This design comes from an exercise in tuning for small area on the open sky130 flow, not from production work.
Function was checked by simulation only, so behaviour that the tests miss may differ from the original.

--- flow/design.v ---
`timescale 1ns / 1ps
module rotator
    #( 
    parameter DATA_WIDTH    = 12,
    parameter ANGLE_WIDTH   = 16,
    parameter ROTATOR_NUMBER = 1
    )(  
    input                                   clk,
    input                                   rst,
    input  wire signed [DATA_WIDTH:0]       x_i,
    input  wire signed [DATA_WIDTH:0]       y_i,
    input  wire signed [ANGLE_WIDTH:0]      z_i,
    input              [1:0]                quarter_in,
    input  wire        [ANGLE_WIDTH:0]      atan,
    output reg signed  [DATA_WIDTH:0]       x_o,
    output reg signed  [DATA_WIDTH:0]       y_o,
    output reg signed  [ANGLE_WIDTH:0]      z_o,
    output reg         [1:0]                quarter_out
);
wire signed [DATA_WIDTH:0] shifted_x;
wire signed [DATA_WIDTH:0] shifted_y;
assign shifted_x = x_i >>> ROTATOR_NUMBER;
assign shifted_y = y_i >>> ROTATOR_NUMBER;
always@(posedge clk)begin
    if (rst) begin
        x_o <= 0;
        y_o <= 0;
        z_o <= 0;
        quarter_out <=0;
    end else begin
        quarter_out <= quarter_in;
        if (z_i > 0) begin
            x_o <= x_i - shifted_y;
            y_o <= y_i + shifted_x;
            z_o <= z_i - atan;
        end else begin
            x_o <= x_i + shifted_y;
            y_o <= y_i - shifted_x;
            z_o <= z_i + atan;
        end
    end
end
endmodule
`timescale 1ns / 1ps
module cordic#(
    parameter DATA_WIDTH    = 12,
    parameter ANGLE_WIDTH   = 16
    )(
    input                           clk,
    input                           rst,
    input  signed [DATA_WIDTH:0]    x_i,
    input         [1:0]             quarter_in,
    input         [ANGLE_WIDTH-1:0]   theta_i,  
    output signed [DATA_WIDTH:0]    x_o,
    output signed [DATA_WIDTH:0]    y_o,
    output        [1:0]             quarter_out
    );
parameter ROTATORS_COUNT = 16;
genvar i;
wire signed   [DATA_WIDTH:0]  x_wire     [ROTATORS_COUNT:0]; 
wire signed   [DATA_WIDTH:0]  y_wire     [ROTATORS_COUNT:0]; 
wire signed   [ANGLE_WIDTH:0] z_wire     [ROTATORS_COUNT:0]; 
wire          [1:0]           quarter    [ROTATORS_COUNT:0]; 
assign x_wire[0][DATA_WIDTH:0] = x_i[DATA_WIDTH:0];
assign y_wire[0][DATA_WIDTH:0] = 0;
assign z_wire[0][ANGLE_WIDTH:0] = theta_i[ANGLE_WIDTH-1:0];
assign quarter[0][1:0] = quarter_in[1:0];
assign x_o[DATA_WIDTH:0] = x_wire[ROTATORS_COUNT][DATA_WIDTH:0];
assign y_o[DATA_WIDTH:0] = y_wire[ROTATORS_COUNT][DATA_WIDTH:0];
assign quarter_out[1:0] = quarter[ROTATORS_COUNT][1:0];
generate
    for(i=0; i < ROTATORS_COUNT; i = i + 1) begin
        rotator
        #( 
        .DATA_WIDTH    (DATA_WIDTH),
        .ANGLE_WIDTH   (ANGLE_WIDTH),
        .ROTATOR_NUMBER(i)
        ) rotator (  
        .clk        ( clk ),
        .rst        ( rst ),
        .x_i        ( x_wire[i][DATA_WIDTH:0]   ),
        .y_i        ( y_wire[i][DATA_WIDTH:0]   ),
        .z_i        ( z_wire[i][ANGLE_WIDTH:0]  ),
        .quarter_in (quarter[i]                 ),
        .atan       ( tanangle(i)               ),
        .x_o        ( x_wire[i+1][DATA_WIDTH:0] ),
        .y_o        ( y_wire[i+1][DATA_WIDTH:0] ),
        .z_o        ( z_wire[i+1][ANGLE_WIDTH:0]),
        .quarter_out( quarter[i+1]              )
        );
    end
endgenerate
function [ANGLE_WIDTH:0] tanangle;
    input [3:0] i;
begin
    case (i)
    4'b0000: tanangle = 25723;  
    4'b0001: tanangle = 15204;  
    4'b0010: tanangle = 8028;  
    4'b0011: tanangle = 4076;  
    4'b0100: tanangle = 2045;  
    4'b0101: tanangle = 1022;  
    4'b0110: tanangle = 511;  
    4'b0111: tanangle = 256;  
    4'b1000: tanangle = 128;  
    4'b1001: tanangle = 65;  
    4'b1010: tanangle = 32;  
    4'b1011: tanangle = 16;  
    4'b1100: tanangle = 8;  
    4'b1101: tanangle = 4;  
    4'b1110: tanangle = 2;  
    4'b1111: tanangle = 1;  
    endcase
    end
endfunction
endmodule
`timescale 1ns / 1ps
module Sine_wave
    #(
        parameter DATA_WIDTH    = 12,
        parameter ANGLE_WIDTH   = 16
    )(
    input                       clk,
    input                       reset,
    input                       ce,
    input  [DATA_WIDTH:0]       ampl,  
    input  [ANGLE_WIDTH-1:0]    step,  
    output [DATA_WIDTH:0]    sin_wave,
    output [DATA_WIDTH:0]    cos_wave   
);
localparam  MID_LVL = 2 << (DATA_WIDTH-1);
localparam angle_90 = 51315; 
wire signed [DATA_WIDTH:0] Xo_cordic, Yo_cordic;
reg [ANGLE_WIDTH-1:0] angle ;
wire [1:0] quarter;
localparam QUARTER_1 = 0;
localparam QUARTER_2 = 1;
localparam QUARTER_3 = 2;
localparam QUARTER_4 = 3;
reg [2:0] state;
cordic # (
    .DATA_WIDTH    (DATA_WIDTH),
    .ANGLE_WIDTH   (ANGLE_WIDTH)
    ) cordic ( 
    .clk        ( clk), 
    .rst        ( reset      ),
    .x_i        ( ampl       ), 
    .quarter_in ( state      ),
    .theta_i    ( angle      ),
    .x_o        ( Xo_cordic  ), 
    .y_o        ( Yo_cordic  ),
    .quarter_out( quarter    )
);
assign sin_wave = (quarter == QUARTER_1) | (quarter == QUARTER_2) ? MID_LVL + Yo_cordic : MID_LVL -Yo_cordic;
assign cos_wave = (quarter == QUARTER_1) | (quarter == QUARTER_4) ? MID_LVL + Xo_cordic : MID_LVL -Xo_cordic;
always@(posedge clk)begin
    if (!ce) begin
    end else if (reset) begin
        state <= QUARTER_1;
        angle <= 0;
    end else begin
        case (state)
            QUARTER_1: begin
                if (angle < angle_90 - step)
                    angle <= angle + step;
                else begin
                    state <= QUARTER_2;
                end
            end
            QUARTER_2: begin
                if (angle > step)
                    angle <= angle - step;
                else begin
                    state <= QUARTER_3;
                end
            end
            QUARTER_3: begin
                if (angle < angle_90 - step)
                    angle <= angle + step;
                else begin
                    state <= QUARTER_4;
                end
            end
            QUARTER_4: begin
                if (angle > step)
                    angle <= angle - step;
                else begin
                    state <= QUARTER_1;
                end
            end
        endcase
    end
end
endmodule
--- flow/run.sh ---
#!/bin/bash
# synth_recipe.tcl (not shown) runs the flow's synth.tcl, then flattens the netlist and writes it again
# the make line also repeats each setting of config.mk as NAME=value (left out here)
make -C /OpenROAD-flow-scripts/flow DESIGN_CONFIG=/design/flow/config.mk WORK_HOME=/design/flow/orfs CLKGATE_MAP_FILE= SYNTH_SCRIPT=/design/flow/synth_recipe.tcl finish
--- flow/config.mk ---
export PLATFORM = sky130hd
export DESIGN_NAME = Sine_wave
export DESIGN_NICKNAME = Sine_wave
export VERILOG_FILES = /design/flow/design.v
export SDC_FILE = /design/flow/constraint.sdc
export NUM_CORES = 4
export LEC_CHECK = 0
export CAP_MARGIN = 20
export CORE_MARGIN = 2
export CORE_UTILIZATION = 40
export SLEW_MARGIN = 20
--- flow/constraint.sdc ---
create_clock -name core_clock -period 5.0 [get_ports {clk}]
set_input_delay 1.0000 -clock core_clock [delete_from_list [all_inputs] [get_ports {clk}]]
set_output_delay 1.0000 -clock core_clock [all_outputs]
set_load 0.01 [all_outputs]
==> flow_summary.yaml <==
outcome:
  status: "no timing/DRC/antenna violations"
setup_path:
  worstReg2RegEnd: "cordic.genblk1[1].rotator.x_o[12]"
  crit_required_ps: 5530
  max_stage_delay_ps: 760
  start_kind: "flop"
  path_cells: "or4_1 > o41a_1 > inv_2 > a21oi_1 > xor2_1 > ha_1 > a21o_1 > a21o_1 > a2111oi_0 > a21boi_0 > a221oi_1 > xnor2_1 > nor2_1"
  critPathMaxFanout: 23
  rr_worst_depth: 13
  crit_slowest_cell: "o41a_1"
  cp_top_family: "compound AO/OA/AOI/OAI gates"
  endpoint_kind: "flop"
  rrSetupSlack_ps: 780
  crit_start: "cordic.genblk1[0].rotator.z_o[9]"
  crit_path_frequent_cell: "a21o_1"
  r2r-start: "cordic.genblk1[0].rotator.z_o[9]"
  path_class: "reg -> reg"
  arrival_ps: 4750
  cp.buffers_inverters: 1
routing:
  vias_per_cell: 5.23
  routed_wl_mm: 107
  dr.pass1.iters: 7
  top_layer: "met4"
  final_antenna_net_count: 0
  wire_per_inst_um: 14.4
  met3RoutedLength_mm: 3.43
  drc: 0
  route.vias.total: 39100
  wl_met2_mm: 49.0
  drt_iter0_markers: 2206
  wl_met1_mm: 52.5
clock_network:
  cts_setup_buffers: 0
  cts_buffers: 83
  clock_latency_ps: 680
  cts_tree: "yes"
  h-tree-depth: 3
  clockBufferDepth: 3
  cts-root-buf: "clkbuf_16"
  clkTransAtPathRegs_ps: 60
  cts_resized: 0
  clkSinkCount: 720
  holdBufCountCts: 0
timing:
  hold_violations: 0
  skew_ps: 48.0
  slew_headroom: 0.343
  max_freq_mhz: 237
  min_period_over_period: 0.844
  slew_violations: 0
  rsz0062_at_grt: "no"
  finalSetupViolCount: 0
  worst_pin_slew_ps: 985
  fin_crit_ps: 4220
  fin_tns_setup_ps: 0
global_route:
  antenna_found_initial: 0
  first_global_vias: 37700
  grt_use_total: 0.169
  grt_first_pass_wirelength_mm: 182
  grt_max_degree: 162
  grt-ovfl-total: 0
synthesis:
  synth_common_cells: "845 x nor2_1, 702 x dfxtp_1, 635 x ha_1, 379 x xnor2_1, 373 x a21oi_1"
  synth_nets: 6455
  synth_area_leaders: "dfxtp_1 29%, ha_1 16%, xnor2_1 6.8%, nor2_1 6.5%, a21oi_1 3.8%"
  avgSynthCellArea_um2: 8.52
  yosysSeqAreaShare: 0.298
  synth_warnings: 19
  async_flop_share: 0
  synth_top_area_share: 0.287
  synth_cell_types: 87
  synth_area_um2: 48900
  yosys.area.top_type: "dfxtp_1"
  synth_most_common_cell: "nor2_1"
  synth_ff_type: "dfxtp_1"
  synth_edf_count: 18
  netlist_instances: 5742
  ys_ff_latch: 720
min_path:
  hold_depth: 1
  min_to: "cordic.genblk1[8].rotator.quarter_out[1]"
  min_from: "cordic.genblk1[7].rotator.quarter_out[1]"
  hold_class: "reg -> reg"
floorplan:
  core_um2: 122000
  die_w_um: 354
  start_util: 0.402
  die-area_um2: 125000
  io_pins: 58
  std_cell_rows: 128
  die_y_um: 354
placed_design:
  gp_congestion: 0.872
  dpl.hpwl_mm: 83.4
  port_buffers: 57
job:
  maxCapViolations: 0
finish:
  synthToLayoutAreaGrowth_pct: 10.7
  multi_input_area_um2: 32800
  fill_cells: 12000
  finalNetCount: 6493
  final-seq-area_um2: 14600
  fin_util: 0.445
  drive_gt1_frac: 0.0435
registers in the layout, indices dropped and copies added, names as in the netlist:
register,count
cordic.genblk1.rotator.x_o,208
state,2
angle,16
cordic.genblk1.rotator.quarter_out,32
cordic.genblk1.rotator.y_o,207
cordic.genblk1.rotator.z_o,255
per-stage QoR:
stage / std cells / setup WS (ps) / instance area [um^2] / hold slack, ps
3_5_place_dp: 7320 / 531 / 51300 / 423
6_report: 7466 / 781 / 54100 / 418
4_1_cts: 7465 / 825 / 54100 / 420
3_3_place_gp: 7320 / 461 / 51300 / 420
5_1_grt: 7465 / 487 / 54100 / 446
2_1_floorplan: 5742 / 892 / 48900 / 414
cell usage in the layout, fill, tap and decap left out, types with 15 or more instances in the layout:
master	count
or3_1	37
or2_2	26
fa_1	46
edfxtp_1	18
o22ai_1	19
nor3b_1	29
clkbuf_8	15
nor2_1	845
a211oi_1	84
o21bai_1	83
nand2b_1	58
clkdlybuf4s50_1	56
nor3_1	149
nand2_1	252
a21oi_1	373
o21ai_0	252
mux2_2	29
nand3_1	92
clkbuf_16	85
buf_4	25
o41ai_1	20
a211o_1	16
dfxtp_1	702
a21o_1	189
o211ai_1	32
o2111ai_1	33
nor4b_1	18
nor4_1	85
nand4_1	40
ha_1	635
xor2_1	203
nor2b_1	221
and3_1	28
o31ai_1	41
o21a_1	59
a31oi_1	47
mux2i_1	16
xnor2_1	379
inv_1	264
layout make-up:
class | instances | share of cell area
multi-input cells | 4618 | 0.606
clock buffers | 114 | 0.0441
inverters | 269 | 0.0189
flip-flops and latches | 720 | 0.270
well taps | 1625 | 0.0376
diodes | 1 | 0.0000462
repair buffers | 88 | 0.0163
clock inverters | 31 | 0.00767
layer usage:
layer  GRT usage  vias up
met5           0        -
met4      0.0447        0
met3      0.0219      169
met2       0.285      542
met1       0.226    17900
li1            -    20500
kinds of logic (layout without fill, tap and decap cells):
kind of cell | after synthesis | count (layout) | share of synthesized area
xor+xnor | 586 | 586 | 0.106
fa+ha+maj | 681 | 681 | 0.181
compound gates | 1365 | 1365 | 0.182
other cells | 0 | 1 | 0
buf+inv | 404 | 502 | 0.0317
simple gates | 1938 | 1938 | 0.190
mux | 48 | 48 | 0.0111
flops | 720 | 720 | 0.298
worst max path at each step:
stage	end	slack (ps)	depth (start not counted)
3_5_place_dp	angle[4]	530	14
6_report	cordic.genblk1[1].rotator.x_o[12]	780	13
2_1_floorplan	angle[0]	890	11
5_1_grt	cordic.genblk1[1].rotator.x_o[12]	490	13
4_1_cts	cordic.genblk1[1].rotator.x_o[12]	820	13
3_3_place_gp	angle[2]	460	14
worst reg2reg max path: stages, from the launching register on:
cell       delay (ps)
dfxtp_1           320
or4_1             540
o41a_1            760
inv_2             480
a21oi_1           100
xor2_1            160
ha_1              250
a21o_1            200
a21o_1            170
a2111oi_0         560
a21boi_0          250
a221oi_1           80
xnor2_1           180
nor2_1             50

-- port drivers added, routing unchanged --
The flow's constraints put no driver on any port. The routed layout listed below was extracted and timed again, unchanged, in two steps.
Step 1 sets driving cells, clkbuf_16 on the clock port and buf_2 on the other inputs (assumed; they add their load-dependent delay and slew).
Step 2, shift: input delay + t, output delay - t, t = (earliest + latest rising clock arrival at the registers) / 2. This alone moves slack from input paths to output paths.
a / b / c = no drivers / after step 1 / after step 2; a / b = the first two.
shift t [ns]: 0.733
setup slack, ns: 0.781 / 0.781 / 0.527
hold slack, ns: 0.418 / 0.418 / 0.418
clock arrival spread, ns: 0.051 / 0.050
After both steps setup and hold are still met in this run. The setup slack of this run moves by 0.000 ns with the drivers and by -0.254 ns with both steps.
